Context: an optimization exercise on an open-source flow, tuned for small area and a short achievable clock period. The choices shown serve that exercise and are no tape-out recipe.
Only simulation tests tie the RTL to the original design; equivalence was not proved.

--- design/flow/config.mk ---
export PLATFORM = sky130hd
export DESIGN_NAME = pipeline
export DESIGN_NICKNAME = pipeline
export VERILOG_FILES = /design/flow/design.v
export SDC_FILE = /design/flow/constraint.sdc
export NUM_CORES = 8
export LEC_CHECK = 0
export ABC_AREA = 1
export CAP_MARGIN = 20
export CORE_MARGIN = 2
export CORE_UTILIZATION = 55
export PLACE_DENSITY = 0.68
export SETUP_SLACK_MARGIN = 3.8
export SLEW_MARGIN = 20
--- design/flow/constraint.sdc ---
create_clock -name core_clock -period 7.5 [get_ports {CLK}]
set_input_delay 1.5000 -clock core_clock [delete_from_list [all_inputs] [get_ports {CLK}]]
set_output_delay 1.5000 -clock core_clock [all_outputs]
set_load 0.01 [all_outputs]
--- design/flow/design.v ---
module pipeline (
  input  CLK,
  input  [31:0]counter_in,
  input  [127:0]target_hash,
  input  reset,
  output reg found,
  output reg [31:0]found_word
);
function [31:0] bswap(input [31:0] x);
  bswap = {x[7:0], x[15:8], x[23:16], x[31:24]};
endfunction
function eqadd(input [31:0] a, input [31:0] b, input [31:0] k);
  reg [31:0] cy;
  begin
    cy = {(a[30:0] & b[30:0]) | ((a[30:0] | b[30:0]) & ~k[30:0]), 1'b0};
    eqadd = ((a ^ b ^ k) == cy);
  end
endfunction
reg  [4:0]  step;
reg  [1:0]  ph;
reg  [31:0] q0, q1, q2, q3, t21, er;
wire busy = (step != 5'd22);
always @(posedge CLK)
  if (reset) begin step <= 5'd0; ph <= 2'd0; end
  else if (busy) begin
    ph <= (ph == 2'd2) ? 2'd0 : ph + 2'd1;
    if (ph == 2'd2) step <= step + 5'd1;
  end
reg  [31:0] ex, kc;
reg  [2:0]  rs;
wire [31:0] s001;
add_bk u_s001 (.a(~q0), .b(q1), .s(s001));
wire [31:0] dif = ~s001;   
always @* begin
  case (step)
    5'd0: begin ex = bswap(target_hash[95:64]); kc = 32'h10325478; rs = 3'd0; end
    5'd1: begin ex = bswap(target_hash[63:32]); kc = 32'h67452303; rs = 3'd0; end
    5'd2: begin ex = bswap(target_hash[31:0]); kc = 32'hefcdab8b; rs = 3'd0; end
    5'd3: begin ex = bswap(target_hash[127:96]); kc = 32'h98badd00; rs = 3'd0; end
    5'd4: begin ex = dif; kc = 32'h14792c70; rs = 3'd4; end
    5'd5: begin ex = dif; kc = 32'hd5282d46; rs = 3'd3; end
    5'd6: begin ex = dif; kc = 32'h42c50dcc; rs = 3'd2; end
    5'd7: begin ex = dif; kc = 32'h08ac817f; rs = 3'd1; end
    5'd8: begin ex = dif; kc = 32'hb1f7ee60; rs = 3'd4; end
    5'd9: begin ex = dif; kc = 32'h5cfebced; rs = 3'd3; end
    5'd10: begin ex = dif; kc = 32'h01d31921; rs = 3'd2; end
    5'd11: begin ex = dif; kc = 32'h905781b2; rs = 3'd1; end
    5'd12: begin ex = dif; kc = 32'h7a7ba1b0; rs = 3'd4; end
    5'd13: begin ex = dif; kc = 32'h00100b84; rs = 3'd3; end
    5'd14: begin ex = dif; kc = 32'h70f3336f; rs = 3'd2; end
    5'd15: begin ex = dif; kc = 32'h9aa4a63e; rs = 3'd1; end
    5'd16: begin ex = dif; kc = 32'h036c5fc8; rs = 3'd4; end
    5'd17: begin ex = dif; kc = 32'h546bdc3a; rs = 3'd3; end
    5'd18: begin ex = dif; kc = 32'hbcd5006a; rs = 3'd2; end
    5'd19: begin ex = dif; kc = 32'h0bd6ddbd; rs = 3'd1; end
    5'd20: begin ex = dif; kc = 32'h3b53a99c; rs = 3'd5; end
    5'd21: begin ex = dif; kc = 32'he05d8309; rs = 3'd6; end
    default: begin ex = dif; kc = 32'h0; rs = 3'd0; end
  endcase
end
reg  [31:0] rot;
always @*
  case (rs)
    3'd0: rot = er;
    3'd1: rot = {er[5:0], er[31:6]};
    3'd2: rot = {er[9:0], er[31:10]};
    3'd3: rot = {er[14:0], er[31:15]};
    3'd4: rot = {er[20:0], er[31:21]};
    3'd5: rot = {er[22:0], er[31:23]};
    3'd6: rot = {er[15:0], er[31:16]};
    default: rot = er;
  endcase
always @(posedge CLK)
  if (busy & (ph == 2'd0)) er <= ex;
  else if (busy & (ph == 2'd1)) er <= rot;
wire usef = (step >= 5'd4) && (step < 5'd20);
wire [31:0] nf = usef ? ~(q2 ^ (q1 | ~q3)) : 32'hffffffff;
wire [31:0] cs_s = er ^ nf ^ kc;
wire [31:0] cs_c = {(er[30:0] & nf[30:0]) | (er[30:0] & kc[30:0]) | (nf[30:0] & kc[30:0]), 1'b0};
wire [31:0] s002;
add_bk u_s002 (.a(cs_s), .b(cs_c), .s(s002));
always @(posedge CLK)
  if (busy & (ph == 2'd2)) begin
    q0 <= q1; q1 <= q2; q2 <= q3; q3 <= s002;
  end
always @(posedge CLK)
  if ((step == 5'd21) & (ph == 2'd0)) t21 <= q0 ^ q1;
reg  [31:0] w_in;
always @(posedge CLK) w_in <= counter_in;
wire [31:0] s003;
add_sk u_s003 (.a(bswap(w_in)), .b(32'hd76aa477), .s(s003));
wire [31:0] x_00 = s003;
wire [31:0] s004;
add_sk u_s004 (.a(32'hefcdab89), .b({x_00[24:0], x_00[31:25]}), .s(s004));
reg  [31:0] b_00;
always @(posedge CLK) b_00 <= s004;
reg  [31:0] w_01;
always @(posedge CLK) w_01 <= w_in;
wire [31:0] f_01 = ((b_00 & 32'hefcdab89) | (~b_00 & 32'h98badcfe));
wire [31:0] s005;
add_sk u_s005 (.a(f_01), .b(32'hf8fa0c4c), .s(s005));
wire [31:0] x_01 = s005;
wire [31:0] s006;
add_sk u_s006 (.a(b_00), .b({x_01[19:0], x_01[31:20]}), .s(s006));
reg  [31:0] b_01;
always @(posedge CLK) b_01 <= s006;
reg  [31:0] c_01;
always @(posedge CLK) c_01 <= b_00;
reg  [31:0] w_02;
always @(posedge CLK) w_02 <= w_01;
wire [31:0] f_02 = ((b_01 & c_01) | (~b_01 & 32'hefcdab89));
wire [31:0] s007;
add_sk u_s007 (.a(f_02), .b(32'hbcdb4dd9), .s(s007));
wire [31:0] x_02 = s007;
wire [31:0] s008;
add_sk u_s008 (.a(b_01), .b({x_02[14:0], x_02[31:15]}), .s(s008));
reg  [31:0] b_02;
always @(posedge CLK) b_02 <= s008;
reg  [31:0] c_02;
always @(posedge CLK) c_02 <= b_01;
reg  [31:0] d_02;
always @(posedge CLK) d_02 <= c_01;
reg  [31:0] w_03;
always @(posedge CLK) w_03 <= w_02;
wire [31:0] f_03 = ((b_02 & c_02) | (~b_02 & d_02));
wire [31:0] s009;
add_sk u_s009 (.a(f_03), .b(32'hb18b7a77), .s(s009));
wire [31:0] x_03 = s009;
wire [31:0] s010;
add_sk u_s010 (.a(b_02), .b({x_03[9:0], x_03[31:10]}), .s(s010));
reg  [31:0] b_03;
always @(posedge CLK) b_03 <= s010;
wire [31:0] s011;
add_bk u_s011 (.a(d_02), .b(32'hf57c0faf), .s(s011));
reg  [31:0] ap_03;
always @(posedge CLK) ap_03 <= s011;
reg  [31:0] c_03;
always @(posedge CLK) c_03 <= b_02;
reg  [31:0] d_03;
always @(posedge CLK) d_03 <= c_02;
reg  [31:0] w_04;
always @(posedge CLK) w_04 <= w_03;
wire [31:0] f_04 = ((b_03 & c_03) | (~b_03 & d_03));
wire [31:0] s012;
add_sk u_s012 (.a(ap_03), .b(f_04), .s(s012));
wire [31:0] x_04 = s012;
wire [31:0] s013;
add_sk u_s013 (.a(b_03), .b({x_04[24:0], x_04[31:25]}), .s(s013));
reg  [31:0] b_04;
always @(posedge CLK) b_04 <= s013;
wire [31:0] s014;
add_bk u_s014 (.a(d_03), .b(32'h4787c62a), .s(s014));
reg  [31:0] ap_04;
always @(posedge CLK) ap_04 <= s014;
reg  [31:0] c_04;
always @(posedge CLK) c_04 <= b_03;
reg  [31:0] d_04;
always @(posedge CLK) d_04 <= c_03;
reg  [31:0] w_05;
always @(posedge CLK) w_05 <= w_04;
wire [31:0] f_05 = ((b_04 & c_04) | (~b_04 & d_04));
wire [31:0] s015;
add_sk u_s015 (.a(ap_04), .b(f_05), .s(s015));
wire [31:0] x_05 = s015;
wire [31:0] s016;
add_sk u_s016 (.a(b_04), .b({x_05[19:0], x_05[31:20]}), .s(s016));
reg  [31:0] b_05;
always @(posedge CLK) b_05 <= s016;
wire [31:0] s017;
add_bk u_s017 (.a(d_04), .b(32'ha8304613), .s(s017));
reg  [31:0] ap_05;
always @(posedge CLK) ap_05 <= s017;
reg  [31:0] c_05;
always @(posedge CLK) c_05 <= b_04;
reg  [31:0] d_05;
always @(posedge CLK) d_05 <= c_04;
reg  [31:0] w_06;
always @(posedge CLK) w_06 <= w_05;
wire [31:0] f_06 = ((b_05 & c_05) | (~b_05 & d_05));
wire [31:0] s018;
add_sk u_s018 (.a(ap_05), .b(f_06), .s(s018));
wire [31:0] x_06 = s018;
wire [31:0] s019;
add_sk u_s019 (.a(b_05), .b({x_06[14:0], x_06[31:15]}), .s(s019));
reg  [31:0] b_06;
always @(posedge CLK) b_06 <= s019;
wire [31:0] s020;
add_bk u_s020 (.a(d_05), .b(32'hfd469501), .s(s020));
reg  [31:0] ap_06;
always @(posedge CLK) ap_06 <= s020;
reg  [31:0] c_06;
always @(posedge CLK) c_06 <= b_05;
reg  [31:0] d_06;
always @(posedge CLK) d_06 <= c_05;
reg  [31:0] w_07;
always @(posedge CLK) w_07 <= w_06;
wire [31:0] f_07 = ((b_06 & c_06) | (~b_06 & d_06));
wire [31:0] s021;
add_sk u_s021 (.a(ap_06), .b(f_07), .s(s021));
wire [31:0] x_07 = s021;
wire [31:0] s022;
add_sk u_s022 (.a(b_06), .b({x_07[9:0], x_07[31:10]}), .s(s022));
reg  [31:0] b_07;
always @(posedge CLK) b_07 <= s022;
wire [31:0] s023;
add_bk u_s023 (.a(d_06), .b(32'h698098d8), .s(s023));
reg  [31:0] ap_07;
always @(posedge CLK) ap_07 <= s023;
reg  [31:0] c_07;
always @(posedge CLK) c_07 <= b_06;
reg  [31:0] d_07;
always @(posedge CLK) d_07 <= c_06;
reg  [31:0] w_08;
always @(posedge CLK) w_08 <= w_07;
wire [31:0] f_08 = ((b_07 & c_07) | (~b_07 & d_07));
wire [31:0] s024;
add_sk u_s024 (.a(ap_07), .b(f_08), .s(s024));
wire [31:0] x_08 = s024;
wire [31:0] s025;
add_sk u_s025 (.a(b_07), .b({x_08[24:0], x_08[31:25]}), .s(s025));
reg  [31:0] b_08;
always @(posedge CLK) b_08 <= s025;
wire [31:0] s026;
add_bk u_s026 (.a(d_07), .b(32'h8b44f7af), .s(s026));
reg  [31:0] ap_08;
always @(posedge CLK) ap_08 <= s026;
reg  [31:0] c_08;
always @(posedge CLK) c_08 <= b_07;
reg  [31:0] d_08;
always @(posedge CLK) d_08 <= c_07;
reg  [31:0] w_09;
always @(posedge CLK) w_09 <= w_08;
wire [31:0] f_09 = ((b_08 & c_08) | (~b_08 & d_08));
wire [31:0] s027;
add_sk u_s027 (.a(ap_08), .b(f_09), .s(s027));
wire [31:0] x_09 = s027;
wire [31:0] s028;
add_sk u_s028 (.a(b_08), .b({x_09[19:0], x_09[31:20]}), .s(s028));
reg  [31:0] b_09;
always @(posedge CLK) b_09 <= s028;
wire [31:0] s029;
add_bk u_s029 (.a(d_08), .b(32'hffff5bb1), .s(s029));
reg  [31:0] ap_09;
always @(posedge CLK) ap_09 <= s029;
reg  [31:0] c_09;
always @(posedge CLK) c_09 <= b_08;
reg  [31:0] d_09;
always @(posedge CLK) d_09 <= c_08;
reg  [31:0] w_10;
always @(posedge CLK) w_10 <= w_09;
wire [31:0] f_10 = ((b_09 & c_09) | (~b_09 & d_09));
wire [31:0] s030;
add_sk u_s030 (.a(ap_09), .b(f_10), .s(s030));
wire [31:0] x_10 = s030;
wire [31:0] s031;
add_sk u_s031 (.a(b_09), .b({x_10[14:0], x_10[31:15]}), .s(s031));
reg  [31:0] b_10;
always @(posedge CLK) b_10 <= s031;
wire [31:0] s032;
add_bk u_s032 (.a(d_09), .b(32'h895cd7be), .s(s032));
reg  [31:0] ap_10;
always @(posedge CLK) ap_10 <= s032;
reg  [31:0] c_10;
always @(posedge CLK) c_10 <= b_09;
reg  [31:0] d_10;
always @(posedge CLK) d_10 <= c_09;
reg  [31:0] w_11;
always @(posedge CLK) w_11 <= w_10;
wire [31:0] f_11 = ((b_10 & c_10) | (~b_10 & d_10));
wire [31:0] s033;
add_sk u_s033 (.a(ap_10), .b(f_11), .s(s033));
wire [31:0] x_11 = s033;
wire [31:0] s034;
add_sk u_s034 (.a(b_10), .b({x_11[9:0], x_11[31:10]}), .s(s034));
reg  [31:0] b_11;
always @(posedge CLK) b_11 <= s034;
wire [31:0] s035;
add_bk u_s035 (.a(d_10), .b(32'h6b901122), .s(s035));
reg  [31:0] ap_11;
always @(posedge CLK) ap_11 <= s035;
reg  [31:0] c_11;
always @(posedge CLK) c_11 <= b_10;
reg  [31:0] d_11;
always @(posedge CLK) d_11 <= c_10;
reg  [31:0] w_12;
always @(posedge CLK) w_12 <= w_11;
wire [31:0] f_12 = ((b_11 & c_11) | (~b_11 & d_11));
wire [31:0] s036;
add_sk u_s036 (.a(ap_11), .b(f_12), .s(s036));
wire [31:0] x_12 = s036;
wire [31:0] s037;
add_sk u_s037 (.a(b_11), .b({x_12[24:0], x_12[31:25]}), .s(s037));
reg  [31:0] b_12;
always @(posedge CLK) b_12 <= s037;
wire [31:0] s038;
add_bk u_s038 (.a(d_11), .b(32'hfd987193), .s(s038));
reg  [31:0] ap_12;
always @(posedge CLK) ap_12 <= s038;
reg  [31:0] c_12;
always @(posedge CLK) c_12 <= b_11;
reg  [31:0] d_12;
always @(posedge CLK) d_12 <= c_11;
reg  [31:0] w_13;
always @(posedge CLK) w_13 <= w_12;
wire [31:0] f_13 = ((b_12 & c_12) | (~b_12 & d_12));
wire [31:0] s039;
add_sk u_s039 (.a(ap_12), .b(f_13), .s(s039));
wire [31:0] x_13 = s039;
wire [31:0] s040;
add_sk u_s040 (.a(b_12), .b({x_13[19:0], x_13[31:20]}), .s(s040));
reg  [31:0] b_13;
always @(posedge CLK) b_13 <= s040;
wire [31:0] s041;
add_bk u_s041 (.a(d_12), .b(32'ha67943ae), .s(s041));
reg  [31:0] ap_13;
always @(posedge CLK) ap_13 <= s041;
reg  [31:0] c_13;
always @(posedge CLK) c_13 <= b_12;
reg  [31:0] d_13;
always @(posedge CLK) d_13 <= c_12;
reg  [31:0] w_14;
always @(posedge CLK) w_14 <= w_13;
wire [31:0] f_14 = ((b_13 & c_13) | (~b_13 & d_13));
wire [31:0] s042;
add_sk u_s042 (.a(ap_13), .b(f_14), .s(s042));
wire [31:0] x_14 = s042;
wire [31:0] s043;
add_sk u_s043 (.a(b_13), .b({x_14[14:0], x_14[31:15]}), .s(s043));
reg  [31:0] b_14;
always @(posedge CLK) b_14 <= s043;
wire [31:0] s044;
add_bk u_s044 (.a(d_13), .b(32'h49b40821), .s(s044));
reg  [31:0] ap_14;
always @(posedge CLK) ap_14 <= s044;
reg  [31:0] c_14;
always @(posedge CLK) c_14 <= b_13;
reg  [31:0] d_14;
always @(posedge CLK) d_14 <= c_13;
reg  [31:0] w_15;
always @(posedge CLK) w_15 <= w_14;
wire [31:0] f_15 = ((b_14 & c_14) | (~b_14 & d_14));
wire [31:0] s045;
add_sk u_s045 (.a(ap_14), .b(f_15), .s(s045));
wire [31:0] x_15 = s045;
wire [31:0] s046;
add_sk u_s046 (.a(b_14), .b({x_15[9:0], x_15[31:10]}), .s(s046));
reg  [31:0] b_15;
always @(posedge CLK) b_15 <= s046;
wire [31:0] s047;
add_bk u_s047 (.a(d_14), .b(32'hf61e25e2), .s(s047));
reg  [31:0] ap_15;
always @(posedge CLK) ap_15 <= s047;
reg  [31:0] c_15;
always @(posedge CLK) c_15 <= b_14;
reg  [31:0] d_15;
always @(posedge CLK) d_15 <= c_14;
reg  [31:0] w_16;
always @(posedge CLK) w_16 <= w_15;
wire [31:0] f_16 = ((d_15 & b_15) | (c_15 & ~d_15));
wire [31:0] s048;
add_sk u_s048 (.a(ap_15), .b(f_16), .s(s048));
wire [31:0] x_16 = s048;
wire [31:0] s049;
add_sk u_s049 (.a(b_15), .b({x_16[26:0], x_16[31:27]}), .s(s049));
reg  [31:0] b_16;
always @(posedge CLK) b_16 <= s049;
wire [31:0] s050;
add_bk u_s050 (.a(d_15), .b(32'hc040b340), .s(s050));
reg  [31:0] ap_16;
always @(posedge CLK) ap_16 <= s050;
reg  [31:0] c_16;
always @(posedge CLK) c_16 <= b_15;
reg  [31:0] d_16;
always @(posedge CLK) d_16 <= c_15;
reg  [31:0] w_17;
always @(posedge CLK) w_17 <= w_16;
wire [31:0] f_17 = ((d_16 & b_16) | (c_16 & ~d_16));
wire [31:0] s051;
add_sk u_s051 (.a(ap_16), .b(f_17), .s(s051));
wire [31:0] x_17 = s051;
wire [31:0] s052;
add_sk u_s052 (.a(b_16), .b({x_17[22:0], x_17[31:23]}), .s(s052));
reg  [31:0] b_17;
always @(posedge CLK) b_17 <= s052;
wire [31:0] s053;
add_bk u_s053 (.a(d_16), .b(32'h265e5a51), .s(s053));
reg  [31:0] ap_17;
always @(posedge CLK) ap_17 <= s053;
reg  [31:0] c_17;
always @(posedge CLK) c_17 <= b_16;
reg  [31:0] d_17;
always @(posedge CLK) d_17 <= c_16;
reg  [31:0] w_18;
always @(posedge CLK) w_18 <= w_17;
wire [31:0] f_18 = ((d_17 & b_17) | (c_17 & ~d_17));
wire [31:0] s054;
add_sk u_s054 (.a(ap_17), .b(f_18), .s(s054));
wire [31:0] x_18 = s054;
wire [31:0] s055;
add_sk u_s055 (.a(b_17), .b({x_18[17:0], x_18[31:18]}), .s(s055));
reg  [31:0] b_18;
always @(posedge CLK) b_18 <= s055;
wire [31:0] s056;
add_bk u_s056 (.a(d_17), .b(32'he9b6c7aa), .s(s056));
wire [31:0] s057;
add_sk u_s057 (.a(s056), .b(bswap(w_18)), .s(s057));
reg  [31:0] ap_18;
always @(posedge CLK) ap_18 <= s057;
reg  [31:0] c_18;
always @(posedge CLK) c_18 <= b_17;
reg  [31:0] d_18;
always @(posedge CLK) d_18 <= c_17;
reg  [31:0] w_19;
always @(posedge CLK) w_19 <= w_18;
wire [31:0] f_19 = ((d_18 & b_18) | (c_18 & ~d_18));
wire [31:0] s058;
add_sk u_s058 (.a(ap_18), .b(f_19), .s(s058));
wire [31:0] x_19 = s058;
wire [31:0] s059;
add_sk u_s059 (.a(b_18), .b({x_19[11:0], x_19[31:12]}), .s(s059));
reg  [31:0] b_19;
always @(posedge CLK) b_19 <= s059;
wire [31:0] s060;
add_bk u_s060 (.a(d_18), .b(32'hd62f105d), .s(s060));
reg  [31:0] ap_19;
always @(posedge CLK) ap_19 <= s060;
reg  [31:0] c_19;
always @(posedge CLK) c_19 <= b_18;
reg  [31:0] d_19;
always @(posedge CLK) d_19 <= c_18;
reg  [31:0] w_20;
always @(posedge CLK) w_20 <= w_19;
wire [31:0] f_20 = ((d_19 & b_19) | (c_19 & ~d_19));
wire [31:0] s061;
add_sk u_s061 (.a(ap_19), .b(f_20), .s(s061));
wire [31:0] x_20 = s061;
wire [31:0] s062;
add_sk u_s062 (.a(b_19), .b({x_20[26:0], x_20[31:27]}), .s(s062));
reg  [31:0] b_20;
always @(posedge CLK) b_20 <= s062;
wire [31:0] s063;
add_bk u_s063 (.a(d_19), .b(32'h02441453), .s(s063));
reg  [31:0] ap_20;
always @(posedge CLK) ap_20 <= s063;
reg  [31:0] c_20;
always @(posedge CLK) c_20 <= b_19;
reg  [31:0] d_20;
always @(posedge CLK) d_20 <= c_19;
reg  [31:0] w_21;
always @(posedge CLK) w_21 <= w_20;
wire [31:0] f_21 = ((d_20 & b_20) | (c_20 & ~d_20));
wire [31:0] s064;
add_sk u_s064 (.a(ap_20), .b(f_21), .s(s064));
wire [31:0] x_21 = s064;
wire [31:0] s065;
add_sk u_s065 (.a(b_20), .b({x_21[22:0], x_21[31:23]}), .s(s065));
reg  [31:0] b_21;
always @(posedge CLK) b_21 <= s065;
wire [31:0] s066;
add_bk u_s066 (.a(d_20), .b(32'hd8a1e681), .s(s066));
reg  [31:0] ap_21;
always @(posedge CLK) ap_21 <= s066;
reg  [31:0] c_21;
always @(posedge CLK) c_21 <= b_20;
reg  [31:0] d_21;
always @(posedge CLK) d_21 <= c_20;
reg  [31:0] w_22;
always @(posedge CLK) w_22 <= w_21;
wire [31:0] f_22 = ((d_21 & b_21) | (c_21 & ~d_21));
wire [31:0] s067;
add_sk u_s067 (.a(ap_21), .b(f_22), .s(s067));
wire [31:0] x_22 = s067;
wire [31:0] s068;
add_sk u_s068 (.a(b_21), .b({x_22[17:0], x_22[31:18]}), .s(s068));
reg  [31:0] b_22;
always @(posedge CLK) b_22 <= s068;
wire [31:0] s069;
add_bk u_s069 (.a(d_21), .b(32'he7d3fbc8), .s(s069));
reg  [31:0] ap_22;
always @(posedge CLK) ap_22 <= s069;
reg  [31:0] c_22;
always @(posedge CLK) c_22 <= b_21;
reg  [31:0] d_22;
always @(posedge CLK) d_22 <= c_21;
reg  [31:0] w_23;
always @(posedge CLK) w_23 <= w_22;
wire [31:0] f_23 = ((d_22 & b_22) | (c_22 & ~d_22));
wire [31:0] s070;
add_sk u_s070 (.a(ap_22), .b(f_23), .s(s070));
wire [31:0] x_23 = s070;
wire [31:0] s071;
add_sk u_s071 (.a(b_22), .b({x_23[11:0], x_23[31:12]}), .s(s071));
reg  [31:0] b_23;
always @(posedge CLK) b_23 <= s071;
wire [31:0] s072;
add_bk u_s072 (.a(d_22), .b(32'h21e1cde6), .s(s072));
reg  [31:0] ap_23;
always @(posedge CLK) ap_23 <= s072;
reg  [31:0] c_23;
always @(posedge CLK) c_23 <= b_22;
reg  [31:0] d_23;
always @(posedge CLK) d_23 <= c_22;
reg  [31:0] w_24;
always @(posedge CLK) w_24 <= w_23;
wire [31:0] f_24 = ((d_23 & b_23) | (c_23 & ~d_23));
wire [31:0] s073;
add_sk u_s073 (.a(ap_23), .b(f_24), .s(s073));
wire [31:0] x_24 = s073;
wire [31:0] s074;
add_sk u_s074 (.a(b_23), .b({x_24[26:0], x_24[31:27]}), .s(s074));
reg  [31:0] b_24;
always @(posedge CLK) b_24 <= s074;
wire [31:0] s075;
add_bk u_s075 (.a(d_23), .b(32'hc33707f6), .s(s075));
reg  [31:0] ap_24;
always @(posedge CLK) ap_24 <= s075;
reg  [31:0] c_24;
always @(posedge CLK) c_24 <= b_23;
reg  [31:0] d_24;
always @(posedge CLK) d_24 <= c_23;
reg  [31:0] w_25;
always @(posedge CLK) w_25 <= w_24;
wire [31:0] f_25 = ((d_24 & b_24) | (c_24 & ~d_24));
wire [31:0] s076;
add_sk u_s076 (.a(ap_24), .b(f_25), .s(s076));
wire [31:0] x_25 = s076;
wire [31:0] s077;
add_sk u_s077 (.a(b_24), .b({x_25[22:0], x_25[31:23]}), .s(s077));
reg  [31:0] b_25;
always @(posedge CLK) b_25 <= s077;
wire [31:0] s078;
add_bk u_s078 (.a(d_24), .b(32'hf4d50d87), .s(s078));
reg  [31:0] ap_25;
always @(posedge CLK) ap_25 <= s078;
reg  [31:0] c_25;
always @(posedge CLK) c_25 <= b_24;
reg  [31:0] d_25;
always @(posedge CLK) d_25 <= c_24;
reg  [31:0] w_26;
always @(posedge CLK) w_26 <= w_25;
wire [31:0] f_26 = ((d_25 & b_25) | (c_25 & ~d_25));
wire [31:0] s079;
add_sk u_s079 (.a(ap_25), .b(f_26), .s(s079));
wire [31:0] x_26 = s079;
wire [31:0] s080;
add_sk u_s080 (.a(b_25), .b({x_26[17:0], x_26[31:18]}), .s(s080));
reg  [31:0] b_26;
always @(posedge CLK) b_26 <= s080;
wire [31:0] s081;
add_bk u_s081 (.a(d_25), .b(32'h455a14ed), .s(s081));
reg  [31:0] ap_26;
always @(posedge CLK) ap_26 <= s081;
reg  [31:0] c_26;
always @(posedge CLK) c_26 <= b_25;
reg  [31:0] d_26;
always @(posedge CLK) d_26 <= c_25;
reg  [31:0] w_27;
always @(posedge CLK) w_27 <= w_26;
wire [31:0] f_27 = ((d_26 & b_26) | (c_26 & ~d_26));
wire [31:0] s082;
add_sk u_s082 (.a(ap_26), .b(f_27), .s(s082));
wire [31:0] x_27 = s082;
wire [31:0] s083;
add_sk u_s083 (.a(b_26), .b({x_27[11:0], x_27[31:12]}), .s(s083));
reg  [31:0] b_27;
always @(posedge CLK) b_27 <= s083;
wire [31:0] s084;
add_bk u_s084 (.a(d_26), .b(32'ha9e3e905), .s(s084));
reg  [31:0] ap_27;
always @(posedge CLK) ap_27 <= s084;
reg  [31:0] c_27;
always @(posedge CLK) c_27 <= b_26;
reg  [31:0] d_27;
always @(posedge CLK) d_27 <= c_26;
reg  [31:0] w_28;
always @(posedge CLK) w_28 <= w_27;
wire [31:0] f_28 = ((d_27 & b_27) | (c_27 & ~d_27));
wire [31:0] s085;
add_sk u_s085 (.a(ap_27), .b(f_28), .s(s085));
wire [31:0] x_28 = s085;
wire [31:0] s086;
add_sk u_s086 (.a(b_27), .b({x_28[26:0], x_28[31:27]}), .s(s086));
reg  [31:0] b_28;
always @(posedge CLK) b_28 <= s086;
wire [31:0] s087;
add_bk u_s087 (.a(d_27), .b(32'hfcefa3f8), .s(s087));
reg  [31:0] ap_28;
always @(posedge CLK) ap_28 <= s087;
reg  [31:0] c_28;
always @(posedge CLK) c_28 <= b_27;
reg  [31:0] d_28;
always @(posedge CLK) d_28 <= c_27;
reg  [31:0] w_29;
always @(posedge CLK) w_29 <= w_28;
wire [31:0] f_29 = ((d_28 & b_28) | (c_28 & ~d_28));
wire [31:0] s088;
add_sk u_s088 (.a(ap_28), .b(f_29), .s(s088));
wire [31:0] x_29 = s088;
wire [31:0] s089;
add_sk u_s089 (.a(b_28), .b({x_29[22:0], x_29[31:23]}), .s(s089));
reg  [31:0] b_29;
always @(posedge CLK) b_29 <= s089;
wire [31:0] s090;
add_bk u_s090 (.a(d_28), .b(32'h676f02d9), .s(s090));
reg  [31:0] ap_29;
always @(posedge CLK) ap_29 <= s090;
reg  [31:0] c_29;
always @(posedge CLK) c_29 <= b_28;
reg  [31:0] d_29;
always @(posedge CLK) d_29 <= c_28;
reg  [31:0] w_30;
always @(posedge CLK) w_30 <= w_29;
wire [31:0] f_30 = ((d_29 & b_29) | (c_29 & ~d_29));
wire [31:0] s091;
add_sk u_s091 (.a(ap_29), .b(f_30), .s(s091));
wire [31:0] x_30 = s091;
wire [31:0] s092;
add_sk u_s092 (.a(b_29), .b({x_30[17:0], x_30[31:18]}), .s(s092));
reg  [31:0] b_30;
always @(posedge CLK) b_30 <= s092;
wire [31:0] s093;
add_bk u_s093 (.a(d_29), .b(32'h8d2a4c8a), .s(s093));
reg  [31:0] ap_30;
always @(posedge CLK) ap_30 <= s093;
reg  [31:0] c_30;
always @(posedge CLK) c_30 <= b_29;
reg  [31:0] d_30;
always @(posedge CLK) d_30 <= c_29;
reg  [31:0] w_31;
always @(posedge CLK) w_31 <= w_30;
wire [31:0] f_31 = ((d_30 & b_30) | (c_30 & ~d_30));
wire [31:0] s094;
add_sk u_s094 (.a(ap_30), .b(f_31), .s(s094));
wire [31:0] x_31 = s094;
wire [31:0] s095;
add_sk u_s095 (.a(b_30), .b({x_31[11:0], x_31[31:12]}), .s(s095));
reg  [31:0] b_31;
always @(posedge CLK) b_31 <= s095;
wire [31:0] s096;
add_bk u_s096 (.a(d_30), .b(32'hfffa3942), .s(s096));
reg  [31:0] ap_31;
always @(posedge CLK) ap_31 <= s096;
reg  [31:0] c_31;
always @(posedge CLK) c_31 <= b_30;
reg  [31:0] d_31;
always @(posedge CLK) d_31 <= c_30;
reg  [31:0] w_32;
always @(posedge CLK) w_32 <= w_31;
wire [31:0] f_32 = (b_31 ^ c_31 ^ d_31);
wire [31:0] s097;
add_sk u_s097 (.a(ap_31), .b(f_32), .s(s097));
wire [31:0] x_32 = s097;
wire [31:0] s098;
add_sk u_s098 (.a(b_31), .b({x_32[27:0], x_32[31:28]}), .s(s098));
reg  [31:0] b_32;
always @(posedge CLK) b_32 <= s098;
wire [31:0] s099;
add_bk u_s099 (.a(d_31), .b(32'h8771f681), .s(s099));
reg  [31:0] ap_32;
always @(posedge CLK) ap_32 <= s099;
reg  [31:0] c_32;
always @(posedge CLK) c_32 <= b_31;
reg  [31:0] d_32;
always @(posedge CLK) d_32 <= c_31;
reg  [31:0] w_33;
always @(posedge CLK) w_33 <= w_32;
wire [31:0] f_33 = (b_32 ^ c_32 ^ d_32);
wire [31:0] s100;
add_sk u_s100 (.a(ap_32), .b(f_33), .s(s100));
wire [31:0] x_33 = s100;
wire [31:0] s101;
add_sk u_s101 (.a(b_32), .b({x_33[20:0], x_33[31:21]}), .s(s101));
reg  [31:0] b_33;
always @(posedge CLK) b_33 <= s101;
wire [31:0] s102;
add_bk u_s102 (.a(d_32), .b(32'h6d9d6122), .s(s102));
reg  [31:0] ap_33;
always @(posedge CLK) ap_33 <= s102;
reg  [31:0] c_33;
always @(posedge CLK) c_33 <= b_32;
reg  [31:0] d_33;
always @(posedge CLK) d_33 <= c_32;
reg  [31:0] w_34;
always @(posedge CLK) w_34 <= w_33;
wire [31:0] f_34 = (b_33 ^ c_33 ^ d_33);
wire [31:0] s103;
add_sk u_s103 (.a(ap_33), .b(f_34), .s(s103));
wire [31:0] x_34 = s103;
wire [31:0] s104;
add_sk u_s104 (.a(b_33), .b({x_34[15:0], x_34[31:16]}), .s(s104));
reg  [31:0] b_34;
always @(posedge CLK) b_34 <= s104;
wire [31:0] s105;
add_bk u_s105 (.a(d_33), .b(32'hfde5382c), .s(s105));
reg  [31:0] ap_34;
always @(posedge CLK) ap_34 <= s105;
reg  [31:0] c_34;
always @(posedge CLK) c_34 <= b_33;
reg  [31:0] d_34;
always @(posedge CLK) d_34 <= c_33;
reg  [31:0] w_35;
always @(posedge CLK) w_35 <= w_34;
wire [31:0] f_35 = (b_34 ^ c_34 ^ d_34);
wire [31:0] s106;
add_sk u_s106 (.a(ap_34), .b(f_35), .s(s106));
wire [31:0] x_35 = s106;
wire [31:0] s107;
add_sk u_s107 (.a(b_34), .b({x_35[8:0], x_35[31:9]}), .s(s107));
reg  [31:0] b_35;
always @(posedge CLK) b_35 <= s107;
wire [31:0] s108;
add_bk u_s108 (.a(d_34), .b(32'ha4beeac4), .s(s108));
reg  [31:0] ap_35;
always @(posedge CLK) ap_35 <= s108;
reg  [31:0] c_35;
always @(posedge CLK) c_35 <= b_34;
reg  [31:0] d_35;
always @(posedge CLK) d_35 <= c_34;
reg  [31:0] w_36;
always @(posedge CLK) w_36 <= w_35;
wire [31:0] f_36 = (b_35 ^ c_35 ^ d_35);
wire [31:0] s109;
add_sk u_s109 (.a(ap_35), .b(f_36), .s(s109));
wire [31:0] x_36 = s109;
wire [31:0] s110;
add_sk u_s110 (.a(b_35), .b({x_36[27:0], x_36[31:28]}), .s(s110));
reg  [31:0] b_36;
always @(posedge CLK) b_36 <= s110;
wire [31:0] s111;
add_bk u_s111 (.a(d_35), .b(32'h4bdecfa9), .s(s111));
reg  [31:0] ap_36;
always @(posedge CLK) ap_36 <= s111;
reg  [31:0] c_36;
always @(posedge CLK) c_36 <= b_35;
reg  [31:0] d_36;
always @(posedge CLK) d_36 <= c_35;
reg  [31:0] w_37;
always @(posedge CLK) w_37 <= w_36;
wire [31:0] f_37 = (b_36 ^ c_36 ^ d_36);
wire [31:0] s112;
add_sk u_s112 (.a(ap_36), .b(f_37), .s(s112));
wire [31:0] x_37 = s112;
wire [31:0] s113;
add_sk u_s113 (.a(b_36), .b({x_37[20:0], x_37[31:21]}), .s(s113));
reg  [31:0] b_37;
always @(posedge CLK) b_37 <= s113;
wire [31:0] s114;
add_bk u_s114 (.a(d_36), .b(32'hf6bb4b60), .s(s114));
reg  [31:0] ap_37;
always @(posedge CLK) ap_37 <= s114;
reg  [31:0] c_37;
always @(posedge CLK) c_37 <= b_36;
reg  [31:0] d_37;
always @(posedge CLK) d_37 <= c_36;
reg  [31:0] w_38;
always @(posedge CLK) w_38 <= w_37;
wire [31:0] f_38 = (b_37 ^ c_37 ^ d_37);
wire [31:0] s115;
add_sk u_s115 (.a(ap_37), .b(f_38), .s(s115));
wire [31:0] x_38 = s115;
wire [31:0] s116;
add_sk u_s116 (.a(b_37), .b({x_38[15:0], x_38[31:16]}), .s(s116));
reg  [31:0] b_38;
always @(posedge CLK) b_38 <= s116;
wire [31:0] s117;
add_bk u_s117 (.a(d_37), .b(32'hbebfbc70), .s(s117));
reg  [31:0] ap_38;
always @(posedge CLK) ap_38 <= s117;
reg  [31:0] c_38;
always @(posedge CLK) c_38 <= b_37;
reg  [31:0] d_38;
always @(posedge CLK) d_38 <= c_37;
reg  [31:0] w_39;
always @(posedge CLK) w_39 <= w_38;
wire [31:0] f_39 = (b_38 ^ c_38 ^ d_38);
wire [31:0] s118;
add_sk u_s118 (.a(ap_38), .b(f_39), .s(s118));
wire [31:0] x_39 = s118;
wire [31:0] s119;
add_sk u_s119 (.a(b_38), .b({x_39[8:0], x_39[31:9]}), .s(s119));
reg  [31:0] b_39;
always @(posedge CLK) b_39 <= s119;
wire [31:0] s120;
add_bk u_s120 (.a(d_38), .b(32'h289b7ec6), .s(s120));
reg  [31:0] ap_39;
always @(posedge CLK) ap_39 <= s120;
reg  [31:0] c_39;
always @(posedge CLK) c_39 <= b_38;
reg  [31:0] d_39;
always @(posedge CLK) d_39 <= c_38;
reg  [31:0] w_40;
always @(posedge CLK) w_40 <= w_39;
wire [31:0] wsy = bswap(w_40);
wire [31:0] s121;
add_sk u_s121 (.a(~q1), .b(wsy), .s(s121));
wire [31:0] y44_n = ~s121;
wire [31:0] t43 = t21 ^ y44_n;
wire [31:0] s122;
add_sk u_s122 (.a(~q2), .b(t43), .s(s122));
reg  [31:0] y43_b;
always @(posedge CLK) y43_b <= ~s122;
reg  [31:0] y44_b;
always @(posedge CLK) y44_b <= y44_n;
wire [31:0] f_40 = (b_39 ^ c_39 ^ d_39);
wire [31:0] s123;
add_sk u_s123 (.a(ap_39), .b(f_40), .s(s123));
wire [31:0] x_40 = s123;
wire [31:0] s124;
add_sk u_s124 (.a(b_39), .b({x_40[27:0], x_40[31:28]}), .s(s124));
reg  [31:0] b_40;
always @(posedge CLK) b_40 <= s124;
wire [31:0] s125;
add_bk u_s125 (.a(d_39), .b(32'heaa127fa), .s(s125));
wire [31:0] s126;
add_sk u_s126 (.a(s125), .b(bswap(w_40)), .s(s126));
reg  [31:0] ap_40;
always @(posedge CLK) ap_40 <= s126;
reg  [31:0] c_40;
always @(posedge CLK) c_40 <= b_39;
reg  [31:0] d_40;
always @(posedge CLK) d_40 <= c_39;
reg  [31:0] w_41;
always @(posedge CLK) w_41 <= w_40;
wire [31:0] t42 = q0 ^ y44_b ^ y43_b;
wire [31:0] s127;
add_bk u_s127 (.a(~q3), .b(t42), .s(s127));
reg  [31:0] y42_c;
always @(posedge CLK) y42_c <= ~s127;
reg  [31:0] y43_c;
always @(posedge CLK) y43_c <= y43_b;
reg  [31:0] y44_c;
always @(posedge CLK) y44_c <= y44_b;
wire [31:0] f_41 = (b_40 ^ c_40 ^ d_40);
wire [31:0] s128;
add_sk u_s128 (.a(ap_40), .b(f_41), .s(s128));
wire [31:0] x_41 = s128;
wire [31:0] s129;
add_sk u_s129 (.a(b_40), .b({x_41[20:0], x_41[31:21]}), .s(s129));
reg  [31:0] b_41;
always @(posedge CLK) b_41 <= s129;
wire [31:0] s130;
add_bk u_s130 (.a(d_40), .b(32'hd4ef3085), .s(s130));
reg  [31:0] ap_41;
always @(posedge CLK) ap_41 <= s130;
reg  [31:0] c_41;
always @(posedge CLK) c_41 <= b_40;
reg  [31:0] d_41;
always @(posedge CLK) d_41 <= c_40;
reg  [31:0] w_42;
always @(posedge CLK) w_42 <= w_41;
wire [31:0] f_42 = b_41 ^ c_41 ^ d_41;
wire [31:0] s131;
add_sk u_s131 (.a(ap_41), .b(f_42), .s(s131));
wire [31:0] f_43 = y42_c ^ b_41 ^ c_41;
wire [31:0] k_43 = 32'h04881d05;
wire [31:0] ss_43 = d_41 ^ f_43 ^ k_43;
wire [31:0] sc_43 = {(d_41[30:0] & f_43[30:0]) | (d_41[30:0] & k_43[30:0]) | (f_43[30:0] & k_43[30:0]), 1'b0};
wire [31:0] s132;
add_sk u_s132 (.a(ss_43), .b(sc_43), .s(s132));
wire [31:0] f_44 = y43_c ^ y42_c ^ b_41;
wire [31:0] k_44 = 32'hd9d4d039;
wire [31:0] ss_44 = c_41 ^ f_44 ^ k_44;
wire [31:0] sc_44 = {(c_41[30:0] & f_44[30:0]) | (c_41[30:0] & k_44[30:0]) | (f_44[30:0] & k_44[30:0]), 1'b0};
wire [31:0] s133;
add_sk u_s133 (.a(ss_44), .b(sc_44), .s(s133));
wire [31:0] f_45 = y44_c ^ y43_c ^ y42_c;
wire [31:0] k_45 = 32'he6db99e5;
wire [31:0] ss_45 = b_41 ^ f_45 ^ k_45;
wire [31:0] sc_45 = {(b_41[30:0] & f_45[30:0]) | (b_41[30:0] & k_45[30:0]) | (f_45[30:0] & k_45[30:0]), 1'b0};
wire [31:0] s134;
add_sk u_s134 (.a(ss_45), .b(sc_45), .s(s134));
always @(posedge CLK) found <= eqadd(b_41, {s131[15:0], s131[31:16]}, y42_c) & eqadd(y42_c, {s132[8:0], s132[31:9]}, y43_c) & eqadd(y43_c, {s133[27:0], s133[31:28]}, y44_c) & eqadd(y44_c, {s134[20:0], s134[31:21]}, q0);
always @(posedge CLK) found_word <= w_42;
endmodule
module add_bk (input [31:0] a, input [31:0] b, output [31:0] s);
  wire [31:0] g0 = a & b;
  wire [31:0] p0 = a ^ b;
  wire g_0 = g0[1] | (p0[1] & g0[0]);
  wire g_1 = g0[3] | (p0[3] & g0[2]);
  wire p_1 = p0[3] & p0[2];
  wire g_2 = g0[5] | (p0[5] & g0[4]);
  wire p_2 = p0[5] & p0[4];
  wire g_3 = g0[7] | (p0[7] & g0[6]);
  wire p_3 = p0[7] & p0[6];
  wire g_4 = g0[9] | (p0[9] & g0[8]);
  wire p_4 = p0[9] & p0[8];
  wire g_5 = g0[11] | (p0[11] & g0[10]);
  wire p_5 = p0[11] & p0[10];
  wire g_6 = g0[13] | (p0[13] & g0[12]);
  wire p_6 = p0[13] & p0[12];
  wire g_7 = g0[15] | (p0[15] & g0[14]);
  wire p_7 = p0[15] & p0[14];
  wire g_8 = g0[17] | (p0[17] & g0[16]);
  wire p_8 = p0[17] & p0[16];
  wire g_9 = g0[19] | (p0[19] & g0[18]);
  wire p_9 = p0[19] & p0[18];
  wire g_10 = g0[21] | (p0[21] & g0[20]);
  wire p_10 = p0[21] & p0[20];
  wire g_11 = g0[23] | (p0[23] & g0[22]);
  wire p_11 = p0[23] & p0[22];
  wire g_12 = g0[25] | (p0[25] & g0[24]);
  wire p_12 = p0[25] & p0[24];
  wire g_13 = g0[27] | (p0[27] & g0[26]);
  wire p_13 = p0[27] & p0[26];
  wire g_14 = g0[29] | (p0[29] & g0[28]);
  wire p_14 = p0[29] & p0[28];
  wire g_15 = g0[31] | (p0[31] & g0[30]);
  wire p_15 = p0[31] & p0[30];
  wire g_16 = g_1 | (p_1 & g_0);
  wire g_17 = g_3 | (p_3 & g_2);
  wire p_17 = p_3 & p_2;
  wire g_18 = g_5 | (p_5 & g_4);
  wire p_18 = p_5 & p_4;
  wire g_19 = g_7 | (p_7 & g_6);
  wire p_19 = p_7 & p_6;
  wire g_20 = g_9 | (p_9 & g_8);
  wire p_20 = p_9 & p_8;
  wire g_21 = g_11 | (p_11 & g_10);
  wire p_21 = p_11 & p_10;
  wire g_22 = g_13 | (p_13 & g_12);
  wire p_22 = p_13 & p_12;
  wire g_23 = g_15 | (p_15 & g_14);
  wire p_23 = p_15 & p_14;
  wire g_24 = g_17 | (p_17 & g_16);
  wire g_25 = g_19 | (p_19 & g_18);
  wire p_25 = p_19 & p_18;
  wire g_26 = g_21 | (p_21 & g_20);
  wire p_26 = p_21 & p_20;
  wire g_27 = g_23 | (p_23 & g_22);
  wire p_27 = p_23 & p_22;
  wire g_28 = g_25 | (p_25 & g_24);
  wire g_29 = g_27 | (p_27 & g_26);
  wire p_29 = p_27 & p_26;
  wire g_30 = g_29 | (p_29 & g_28);
  wire g_31 = g_26 | (p_26 & g_28);
  wire g_32 = g_18 | (p_18 & g_24);
  wire g_33 = g_20 | (p_20 & g_28);
  wire g_34 = g_22 | (p_22 & g_31);
  wire g_35 = g_2 | (p_2 & g_16);
  wire g_36 = g_4 | (p_4 & g_24);
  wire g_37 = g_6 | (p_6 & g_32);
  wire g_38 = g_8 | (p_8 & g_28);
  wire g_39 = g_10 | (p_10 & g_33);
  wire g_40 = g_12 | (p_12 & g_31);
  wire g_41 = g_14 | (p_14 & g_34);
  wire g_42 = g0[2] | (p0[2] & g_0);
  wire g_43 = g0[4] | (p0[4] & g_16);
  wire g_44 = g0[6] | (p0[6] & g_35);
  wire g_45 = g0[8] | (p0[8] & g_24);
  wire g_46 = g0[10] | (p0[10] & g_36);
  wire g_47 = g0[12] | (p0[12] & g_32);
  wire g_48 = g0[14] | (p0[14] & g_37);
  wire g_49 = g0[16] | (p0[16] & g_28);
  wire g_50 = g0[18] | (p0[18] & g_38);
  wire g_51 = g0[20] | (p0[20] & g_33);
  wire g_52 = g0[22] | (p0[22] & g_39);
  wire g_53 = g0[24] | (p0[24] & g_31);
  wire g_54 = g0[26] | (p0[26] & g_40);
  wire g_55 = g0[28] | (p0[28] & g_34);
  wire g_56 = g0[30] | (p0[30] & g_41);
  wire [31:0] c;
  assign c[0] = 1'b0;
  assign c[1] = g0[0];
  assign c[2] = g_0;
  assign c[3] = g_42;
  assign c[4] = g_16;
  assign c[5] = g_43;
  assign c[6] = g_35;
  assign c[7] = g_44;
  assign c[8] = g_24;
  assign c[9] = g_45;
  assign c[10] = g_36;
  assign c[11] = g_46;
  assign c[12] = g_32;
  assign c[13] = g_47;
  assign c[14] = g_37;
  assign c[15] = g_48;
  assign c[16] = g_28;
  assign c[17] = g_49;
  assign c[18] = g_38;
  assign c[19] = g_50;
  assign c[20] = g_33;
  assign c[21] = g_51;
  assign c[22] = g_39;
  assign c[23] = g_52;
  assign c[24] = g_31;
  assign c[25] = g_53;
  assign c[26] = g_40;
  assign c[27] = g_54;
  assign c[28] = g_34;
  assign c[29] = g_55;
  assign c[30] = g_41;
  assign c[31] = g_56;
  assign s = p0 ^ c;
endmodule
module add_sk (input [31:0] a, input [31:0] b, output [31:0] s);
  wire [31:0] g0 = a & b;
  wire [31:0] p0 = a ^ b;
  wire g_0 = g0[1] | (p0[1] & g0[0]);
  wire g_1 = g0[3] | (p0[3] & g0[2]);
  wire p_1 = p0[3] & p0[2];
  wire g_2 = g0[5] | (p0[5] & g0[4]);
  wire p_2 = p0[5] & p0[4];
  wire g_3 = g0[7] | (p0[7] & g0[6]);
  wire p_3 = p0[7] & p0[6];
  wire g_4 = g0[9] | (p0[9] & g0[8]);
  wire p_4 = p0[9] & p0[8];
  wire g_5 = g0[11] | (p0[11] & g0[10]);
  wire p_5 = p0[11] & p0[10];
  wire g_6 = g0[13] | (p0[13] & g0[12]);
  wire p_6 = p0[13] & p0[12];
  wire g_7 = g0[15] | (p0[15] & g0[14]);
  wire p_7 = p0[15] & p0[14];
  wire g_8 = g0[17] | (p0[17] & g0[16]);
  wire p_8 = p0[17] & p0[16];
  wire g_9 = g0[19] | (p0[19] & g0[18]);
  wire p_9 = p0[19] & p0[18];
  wire g_10 = g0[21] | (p0[21] & g0[20]);
  wire p_10 = p0[21] & p0[20];
  wire g_11 = g0[23] | (p0[23] & g0[22]);
  wire p_11 = p0[23] & p0[22];
  wire g_12 = g0[25] | (p0[25] & g0[24]);
  wire p_12 = p0[25] & p0[24];
  wire g_13 = g0[27] | (p0[27] & g0[26]);
  wire p_13 = p0[27] & p0[26];
  wire g_14 = g0[29] | (p0[29] & g0[28]);
  wire p_14 = p0[29] & p0[28];
  wire g_15 = g0[31] | (p0[31] & g0[30]);
  wire p_15 = p0[31] & p0[30];
  wire g_16 = g0[2] | (p0[2] & g_0);
  wire g_17 = g_1 | (p_1 & g_0);
  wire g_18 = g0[6] | (p0[6] & g_2);
  wire p_18 = p0[6] & p_2;
  wire g_19 = g_3 | (p_3 & g_2);
  wire p_19 = p_3 & p_2;
  wire g_20 = g0[10] | (p0[10] & g_4);
  wire p_20 = p0[10] & p_4;
  wire g_21 = g_5 | (p_5 & g_4);
  wire p_21 = p_5 & p_4;
  wire g_22 = g0[14] | (p0[14] & g_6);
  wire p_22 = p0[14] & p_6;
  wire g_23 = g_7 | (p_7 & g_6);
  wire p_23 = p_7 & p_6;
  wire g_24 = g0[18] | (p0[18] & g_8);
  wire p_24 = p0[18] & p_8;
  wire g_25 = g_9 | (p_9 & g_8);
  wire p_25 = p_9 & p_8;
  wire g_26 = g0[22] | (p0[22] & g_10);
  wire p_26 = p0[22] & p_10;
  wire g_27 = g_11 | (p_11 & g_10);
  wire p_27 = p_11 & p_10;
  wire g_28 = g0[26] | (p0[26] & g_12);
  wire p_28 = p0[26] & p_12;
  wire g_29 = g_13 | (p_13 & g_12);
  wire p_29 = p_13 & p_12;
  wire g_30 = g0[30] | (p0[30] & g_14);
  wire p_30 = p0[30] & p_14;
  wire g_31 = g_15 | (p_15 & g_14);
  wire p_31 = p_15 & p_14;
  wire g_32 = g0[4] | (p0[4] & g_17);
  wire g_33 = g_2 | (p_2 & g_17);
  wire g_34 = g_18 | (p_18 & g_17);
  wire g_35 = g_19 | (p_19 & g_17);
  wire g_36 = g0[12] | (p0[12] & g_21);
  wire p_36 = p0[12] & p_21;
  wire g_37 = g_6 | (p_6 & g_21);
  wire p_37 = p_6 & p_21;
  wire g_38 = g_22 | (p_22 & g_21);
  wire p_38 = p_22 & p_21;
  wire g_39 = g_23 | (p_23 & g_21);
  wire p_39 = p_23 & p_21;
  wire g_40 = g0[20] | (p0[20] & g_25);
  wire p_40 = p0[20] & p_25;
  wire g_41 = g_10 | (p_10 & g_25);
  wire p_41 = p_10 & p_25;
  wire g_42 = g_26 | (p_26 & g_25);
  wire p_42 = p_26 & p_25;
  wire g_43 = g_27 | (p_27 & g_25);
  wire p_43 = p_27 & p_25;
  wire g_44 = g0[28] | (p0[28] & g_29);
  wire p_44 = p0[28] & p_29;
  wire g_45 = g_14 | (p_14 & g_29);
  wire p_45 = p_14 & p_29;
  wire g_46 = g_30 | (p_30 & g_29);
  wire p_46 = p_30 & p_29;
  wire g_47 = g_31 | (p_31 & g_29);
  wire p_47 = p_31 & p_29;
  wire g_48 = g0[8] | (p0[8] & g_35);
  wire g_49 = g_4 | (p_4 & g_35);
  wire g_50 = g_20 | (p_20 & g_35);
  wire g_51 = g_21 | (p_21 & g_35);
  wire g_52 = g_36 | (p_36 & g_35);
  wire g_53 = g_37 | (p_37 & g_35);
  wire g_54 = g_38 | (p_38 & g_35);
  wire g_55 = g_39 | (p_39 & g_35);
  wire g_56 = g0[24] | (p0[24] & g_43);
  wire p_56 = p0[24] & p_43;
  wire g_57 = g_12 | (p_12 & g_43);
  wire p_57 = p_12 & p_43;
  wire g_58 = g_28 | (p_28 & g_43);
  wire p_58 = p_28 & p_43;
  wire g_59 = g_29 | (p_29 & g_43);
  wire p_59 = p_29 & p_43;
  wire g_60 = g_44 | (p_44 & g_43);
  wire p_60 = p_44 & p_43;
  wire g_61 = g_45 | (p_45 & g_43);
  wire p_61 = p_45 & p_43;
  wire g_62 = g_46 | (p_46 & g_43);
  wire p_62 = p_46 & p_43;
  wire g_63 = g_47 | (p_47 & g_43);
  wire p_63 = p_47 & p_43;
  wire g_64 = g0[16] | (p0[16] & g_55);
  wire g_65 = g_8 | (p_8 & g_55);
  wire g_66 = g_24 | (p_24 & g_55);
  wire g_67 = g_25 | (p_25 & g_55);
  wire g_68 = g_40 | (p_40 & g_55);
  wire g_69 = g_41 | (p_41 & g_55);
  wire g_70 = g_42 | (p_42 & g_55);
  wire g_71 = g_43 | (p_43 & g_55);
  wire g_72 = g_56 | (p_56 & g_55);
  wire g_73 = g_57 | (p_57 & g_55);
  wire g_74 = g_58 | (p_58 & g_55);
  wire g_75 = g_59 | (p_59 & g_55);
  wire g_76 = g_60 | (p_60 & g_55);
  wire g_77 = g_61 | (p_61 & g_55);
  wire g_78 = g_62 | (p_62 & g_55);
  wire g_79 = g_63 | (p_63 & g_55);
  wire [31:0] c;
  assign c[0] = 1'b0;
  assign c[1] = g0[0];
  assign c[2] = g_0;
  assign c[3] = g_16;
  assign c[4] = g_17;
  assign c[5] = g_32;
  assign c[6] = g_33;
  assign c[7] = g_34;
  assign c[8] = g_35;
  assign c[9] = g_48;
  assign c[10] = g_49;
  assign c[11] = g_50;
  assign c[12] = g_51;
  assign c[13] = g_52;
  assign c[14] = g_53;
  assign c[15] = g_54;
  assign c[16] = g_55;
  assign c[17] = g_64;
  assign c[18] = g_65;
  assign c[19] = g_66;
  assign c[20] = g_67;
  assign c[21] = g_68;
  assign c[22] = g_69;
  assign c[23] = g_70;
  assign c[24] = g_71;
  assign c[25] = g_72;
  assign c[26] = g_73;
  assign c[27] = g_74;
  assign c[28] = g_75;
  assign c[29] = g_76;
  assign c[30] = g_77;
  assign c[31] = g_78;
  assign s = p0 ^ c;
endmodule
--- design/flow/flow/run.sh ---
#!/bin/bash
# Layout flow: the standard ORFS flow, with Yosys's full/half-adder
# extraction turned off (the RTL already spells out its adders as prefix
# networks), larger clock-tree sink clusters without dummy loads, and more
# antenna-repair rounds after detailed routing.
set -euo pipefail
bash standard.sh ADDER_MAP_FILE= MAX_REPAIR_ANTENNAS_ITER_DRT=10 ENABLE_RESISTANCE_AWARE=1 \
  "CTS_ARGS=-sink_clustering_enable -repair_clock_nets -dont_use_dummy_load -sink_clustering_size 24 -sink_clustering_max_diameter 80" \
  finish > standard.log 2>&1
--- design/flow/standard.sh ---
#!/bin/bash
# synth_recipe.tcl (not shown) runs the flow's synth.tcl, then flattens the netlist and writes it again
# the make line also repeats each setting of config.mk as NAME=value (left out here)
make -C /OpenROAD-flow-scripts/flow DESIGN_CONFIG=/design/flow/config.mk WORK_HOME=/design/flow/orfs CLKGATE_MAP_FILE= SYNTH_SCRIPT=/design/flow/synth_recipe.tcl "${@:-finish}"
==> results of run 1 <==
==> Yosys cell counts, drive strengths merged (36+ instances only) <==
cell	n	share of area
a21boi	330	0.0073
a21o	191	0.0042
a21oi	1420	0.021
a31oi	95	0.0017
and2	37	0.00071
buf	99	0.0030
clkbuf	42	0.00047
dfxtp	6760	0.40
edfxtp	192	0.017
inv	7313	0.080
mux2i	88	0.0026
nand2	19010	0.21
nand3	4036	0.061
nand3b	461	0.010
nand4	168	0.0031
nor2	4338	0.050
nor3	323	0.0051
nor4	36	0.00078
o211ai	73	0.0017
o21a	70	0.0015
o21ai	1614	0.024
o21bai	51	0.0012
o22ai	60	0.0011
or2	930	0.017
xnor2	898	0.023
xor2	1789	0.046
==> how the worst max path moves through the flow <==
| stage | startpoint | end | slack, ns | depth (start not counted) |
|---|---|---|---|---|
| after floorplan | step[3] | er[0] | 3.83 | 8 |
| after global routing | y44_c[15] | found | 3.58 | 30 |
| after global placement | y42_c[5] | found | 1.93 | 30 |
| final | y44_c[8] | found | 3.70 | 28 |
| after CTS | c_41[17] | found | 3.64 | 24 |
| after detailed placement | y42_c[5] | found | 2.03 | 30 |
==> per-stage QoR <==
step           cells  instance area (um^2)
6_report       60410                390100
5_1_grt        60340                390000
4_1_cts        59560                369600
3_5_place_dp   59040                354100
3_3_place_gp   59040                354100
2_1_floorplan  50640                342600
==> area by class of cell <==
type / count / area (um^2) / share of cell area
diodes: 115 / 287.8 / 0.0007376
repair buffers: 1030 / 9067 / 0.02324
multi-input cells: 36280 / 189500 / 0.4857
inverters: 7326 / 27650 / 0.07086
well taps: 8293 / 10380 / 0.02660
clock buffers: 407 / 10180 / 0.02611
flip-flops and latches: 6952 / 143100 / 0.3667
==> cells by family (layout without fill, tap and decap cells) <==
kind of cell / count (synthesis) / count (layout) / synth area share
AOI/OAI and AO/OA: 4066 / 4067 / 0.06847
xor gates and xnor gates: 2697 / 2697 / 0.06960
adders and majority gates: 2 / 2 / 0.00006209
buffers and inverters: 7467 / 8763 / 0.08380
DFF: 6952 / 6952 / 0.4119
muxes: 89 / 89 / 0.002604
other: 0 / 115 / 0
and+or+nand+nor: 29370 / 29430 / 0.3636
==> what timing repair did <==
action,CTS,global route
buffers inserted,101,680
pin swaps,80,764
cloned,8,53
endpoints found under the setup margin,915,1220
gates resized for setup,1256,4305
==> layer usage <==
layer  global-route usage  vias up  wire length [um]  part of all wire
met1               0.4898   152000            514500              0.39
met5                    0        -               256           0.00020
met3              0.07144     3671            125400             0.096
met2               0.6085    16450            574500              0.44
li1                     -   158800                 -                 -
met4               0.2352       36             92990             0.071
==> impl_metrics.json, run 1 <==
{
  "gp_congestion": 1.070,
  "ys_warn_count": 1,
  "cap_violations": 0,
  "synth-edff-count": 192,
  "synthesis.nets": 50810,
  "rows": 289,
  "ys_ff_latch": 6952,
  "vias_per_cell": 5.479,
  "fin_tns_setup_ns": 0,
  "clockBufferDepth": 4,
  "antenna_found_initial": 127,
  "netlist_instances": 50640,
  "clock_latency_ns": 1.13,
  "relSlewSlack": 0.08391,
  "cp_slowest_stage_delay_ns": 0.36,
  "grt_pass1_vias": 295100,
  "cts_buffers": 407,
  "mostFrequentLayoutCell": "nand2_1",
  "setup-violations-final": 0,
  "synth-main-ff-cell": "dfxtp_1",
  "wl_um": 1308000,
  "utilization": 0.6291,
  "cts.sinks": 6952,
  "r2r-start": "y44_c[8]",
  "rsz0062_at_grt": "yes",
  "grt_overflow": 0,
  "worstPathArrival_ns": 4.81,
  "drive_above_1_share": 0.1435,
  "htree_num_levels": 5,
  "synth_area_um2": 342600,
  "final_cell_mix": "nand2_1 (17,240), inv_1 (6,992), dfxtp_1 (5,746)",
  "dieArea_um2": 629200,
  "min_from": "w_33[9]",
  "worstHoldPathCells": 0,
  "ant_nets": 0,
  "dr.pass1.iters": 15,
  "finalClockSkew_ns": 0.1157,
  "clockRootBuffer": "clkbuf_16",
  "area_growth_pct": 13.89,
  "fmax_mhz": 263.0,
  "path_common_cell": "nand2_1",
  "slowest_stage": "dfxtp_2",
  "die_x_um": 793.2,
  "fin_nets": 52160,
  "start_util": 0.5524,
  "finalWorstSetupSlack_ns": 3.697,
  "crit_path_end_kind": "register",
  "io_pins": 195,
  "critical_path_class": "reg2reg",
  "worstPathRequired_ns": 8.51,
  "grt_max_degree": 57,
  "dp_hpwl_um": 1060000,
  "fill_cells": 54930,
  "r2r_end": "found",
  "critPathBufInv": 2,
  "wl_per_cell_um": 21.65,
  "holdCritPathClass": "reg2reg",
  "coreArea_um2": 620100,
  "synth_cell_types": 99,
  "cp-start-kind": "register",
  "hold_path_end": "w_34[9]",
  "tightest_slew_ns": 1.360,
  "syn_area_per_cell_um2": 6.764,
  "post-route-period-util": 0.5070,
  "report.final.slew_viol_count": 0,
  "seq_area_frac_synth": 0.4119,
  "grt_use_total": 0.3854,
  "crit_fanout": 4,
  "preCtsSetupSlack_ns": 2.026,
  "grt_pass1_wl_um": 1817000,
  "async_flop_share": 0,
  "regToRegSetupSlack_ns": 3.70,
  "status": "timing/DRC/antenna clean",
  "cts_tree": "built",
  "io_buffer_count": 194,
  "whs_ns": 0.2480,
  "layout_min_cycle_time_ns": 3.803,
  "clk_pin_slew_worst_paths_ns": 0.09,
  "critPathTopFamily": "simple AND/OR/NAND/NOR gates",
  "die_y_um": 793.2,
  "finalHoldViolCount": 0,
  "postCtsHoldBufs": 0,
  "r2r.worst_path.cells": 28,
  "drcViolationCount": 0,
  "drt_iter0_drc": 36900,
  "num_vias": 331000
}
==> run 2: changes to the inputs <==
--- a/design/flow/flow/run.sh
+++ b/design/flow/flow/run.sh
@@ -5,5 +5,5 @@
 # antenna-repair rounds after detailed routing.
 set -euo pipefail
 bash standard.sh ADDER_MAP_FILE= MAX_REPAIR_ANTENNAS_ITER_DRT=10 ENABLE_RESISTANCE_AWARE=1 \
-  "CTS_ARGS=-sink_clustering_enable -repair_clock_nets -dont_use_dummy_load -sink_clustering_size 24 -sink_clustering_max_diameter 80" \
+  "CTS_ARGS=-sink_clustering_enable -repair_clock_nets -dont_use_dummy_load -sink_clustering_size 28 -sink_clustering_max_diameter 90" \
   finish > standard.log 2>&1
--- a/design/flow/config.mk
+++ b/design/flow/config.mk
@@ -8,7 +8,7 @@
 export ABC_AREA = 1
 export CAP_MARGIN = 20
 export CORE_MARGIN = 2
-export CORE_UTILIZATION = 55
-export PLACE_DENSITY = 0.68
-export SETUP_SLACK_MARGIN = 3.8
+export CORE_UTILIZATION = 60
+export PLACE_DENSITY = 0.7
+export SETUP_SLACK_MARGIN = 3.6
 export SLEW_MARGIN = 20
==> run 2 against run 1 <==
  * Still clean on timing, DRC and antenna
  * Clock skew up 0.031 ns
  * Critical path depth down 11
  * Count of clock-buffer cells in the layout down 91
  * Global-route usage up 2.9 points
  * Register-to-register slack worse by 0.18 ns
  * Maximum frequency down 4.6%
  * Sequential share of layout area up 1.3 points
==> impl_metrics.json, run 2 <==
{
  "status": "timing/DRC/antenna clean",
  "report.final.slew_viol_count": 0,
  "synth_top_area_share": 0.3951,
  "fin_tns_setup_ns": 0,
  "wl_met1_um": 491000,
  "synth_area_um2": 342600,
  "synthTopCellsByArea": "dfxtp_1 (40%), nand2_1 (20%), inv_1 (7.8%)",
  "grt_pass1_wl_um": 1814000,
  "crit_path_end_kind": "register",
  "post-route-period-util": 0.5313,
  "drive_above_1_share": 0.09783,
  "coreArea_um2": 568700,
  "dr.max_layer_used": "met5",
  "die_x_um": 759.6,
  "final_cell_mix": "nand2_1 (17,860), inv_1 (7,065), dfxtp_1 (6,192)",
  "layout_min_cycle_time_ns": 3.985,
  "finalHoldViolCount": 0,
  "num_vias": 332400,
  "setup-violations-final": 0,
  "rows": 277,
  "cts_tree": "built",
  "crit_fanout": 4,
  "clockBufferDepth": 4,
  "fin_nets": 51620,
  "async_flop_share": 0,
  "stdcell_area_um2": 374600,
  "finalClockSkew_ns": 0.1470,
  "cts_buffers": 316,
  "clock_latency_ns": 1.10,
  "drcViolationCount": 0,
  "holdCritPathClass": "reg2reg",
  "grt_use_total": 0.4139,
  "dp_hpwl_um": 1046000,
  "synth_commonest_cells": "nand2_1 (18,310), inv_1 (7,132), dfxtp_1 (6,760)",
  "tightest_slew_ns": 1.276,
  "wl_met2_um": 547900,
  "ant_nets": 0,
  "met3WireLength_um": 144900,
  "synthesis.nets": 50810,
  "relSlewSlack": 0.1464,
  "dieArea_um2": 577000,
  "ys_warn_count": 1,
  "rsz0062_at_grt": "yes",
  "wl_um": 1280000,
  "utilization": 0.6587,
  "io_pins": 195,
  "cp-start-kind": "register",
  "synth-main-ff-cell": "dfxtp_1",
  "synth_top_cell_by_area": "dfxtp_1",
  "placed_cell_area_um2": 353200,
  "worstPathRequired_ns": 8.41,
  "area_growth_pct": 9.355,
  "synth_cell_types": 99,
  "worstPathArrival_ns": 4.90,
  "grt_max_degree": 94,
  "gp_congestion": 1.111,
  "antenna_found_initial": 120,
  "drt_iter0_drc": 41160,
  "critical_path_class": "reg2reg",
  "die_y_um": 759.6,
  "syn_area_per_cell_um2": 6.764,
  "seq_area_frac_synth": 0.4119,
  "cap_violations": 0,
  "grt_pass1_vias": 301400,
  "start_util": 0.6023,
  "ys_ff_latch": 6952,
  "clk_pin_slew_worst_paths_ns": 0.11,
  "wl_per_cell_um": 21.66
}
[run 2: cell count changes in the layout (fill, tap and decap cells not counted), moves of 176 or more]
cell and change:
nand2_1 +620, nand2_2 -473, nor2_1 +235, dfxtp_4 -176
buf_4 -391, dfxtp_1 +446, dfxtp_2 -270
[run 2: metal layers]
| metal | GRT usage | up-vias |
|---|---|---|
| li1 | - | 157600 |
| met1 | 0.5204 | 151700 |
| met2 | 0.6427 | 18600 |
| met3 | 0.09679 | 4443 |
| met4 | 0.2586 | 58 |
| met5 | 0 | - |
[run 2: worst max-delay path: stages (launching register included)]
cell and delay (ns):
dfxtp_4 0.41, xnor2_1 0.23, or2_2 0.15, nand3_1 0.22
nand2_1 0.14, nand2_1 0.17, o21ai_0 0.74, a31oi_1 0.15
nand3_1 0.21, nand2_1 0.11, xor2_1 0.17, a21oi_2 0.24
nand3_1 0.14, nor2_2 0.21, nand3_1 0.15, nor2_4 0.23
nand3_1 0.11, nor2_1 0.09
[run 2: what timing repair did]
| item | CTS | global route |
|---|---|---|
| gates resized for setup | 564 | 2300 |
| hold buffers | 0 | 0 |
| endpoints found under the setup margin | 643 | 1084 |
| pin swaps | 34 | 270 |
| setup buffers | 44 | 313 |
| hold endpoints to repair | 0 | 0 |
| cloned | 0 | 34 |
[run 2: final timing paths]
check                  end  startpoint  cells past startpoint
setup / recovery     found    c_41[20]                     17
hold reg to reg   w_21[25]    w_20[25]                      0
hold / removal    w_21[25]    w_20[25]                      0
setup reg to reg     found    c_41[20]                     17
[run 2: layout make-up]
class	instances	area [um^2]
diodes	119	297.8
clock buffers	316	7908
fillers	48290	194100
inverters	7326	27590
multi-input cells	36260	181800
flip-flops and latches	6952	142100
well taps	7533	9425
repair buffers	606	5538
[run 2: stage by stage]
stage / instances / hold slack (ns) / setup slack [ns]
2_1_floorplan: 50640 / 0.3096 / 3.831
3_3_place_gp: 58280 / 0.3095 / 2.006
3_5_place_dp: 58280 / 0.3121 / 2.029
4_1_cts: 58640 / 0.2469 / 3.410
5_1_grt: 59060 / 0.2398 / 3.361
6_report: 59110 / 0.2697 / 3.515
[run 2: kinds of logic (layout without fill, tap and decap cells)]
group / Yosys count / count (layout) / share of synthesized area
buffers and inverters: 7467 / 8248 / 0.08380
DFF: 6952 / 6952 / 0.4119
and+or+nand+nor: 29370 / 29400 / 0.3636
muxes: 89 / 89 / 0.002604
xor gates and xnor gates: 2697 / 2697 / 0.06960
adders and majority gates: 2 / 2 / 0.00006209
AOI/OAI and AO/OA: 4066 / 4066 / 0.06847
other: 0 / 119 / 0

==> port drivers added, routing unchanged <==
Ports are ideal in the flow. The routed layouts listed here were re-timed in OpenROAD.
Step 1: set_driving_cell puts a clkbuf_16 on CLK and a buf_2 on each other input, an assumption about the parent block.
Step 2 also shifts input and output timing later by t, the mid clock arrival at the registers, as if the neighbouring blocks saw the same clock.
Three values: ideal ports, drivers, drivers and shift; two values: the first two.
run | shift t [ns] | setup WS [ns] | worst setup path at the end | worst data-port slew with drivers (ns)
run 1 | 1.239 | 3.697 / 3.564 / 3.098 | input to register | 0.08
run 2 | 1.193 | 3.515 / 3.515 / 3.168 | input to register | 0.10
After both steps every run listed still meets setup and hold. The setup slack of run 1, which loses most, moves by -0.133 ns with the drivers and by -0.599 ns with both steps.
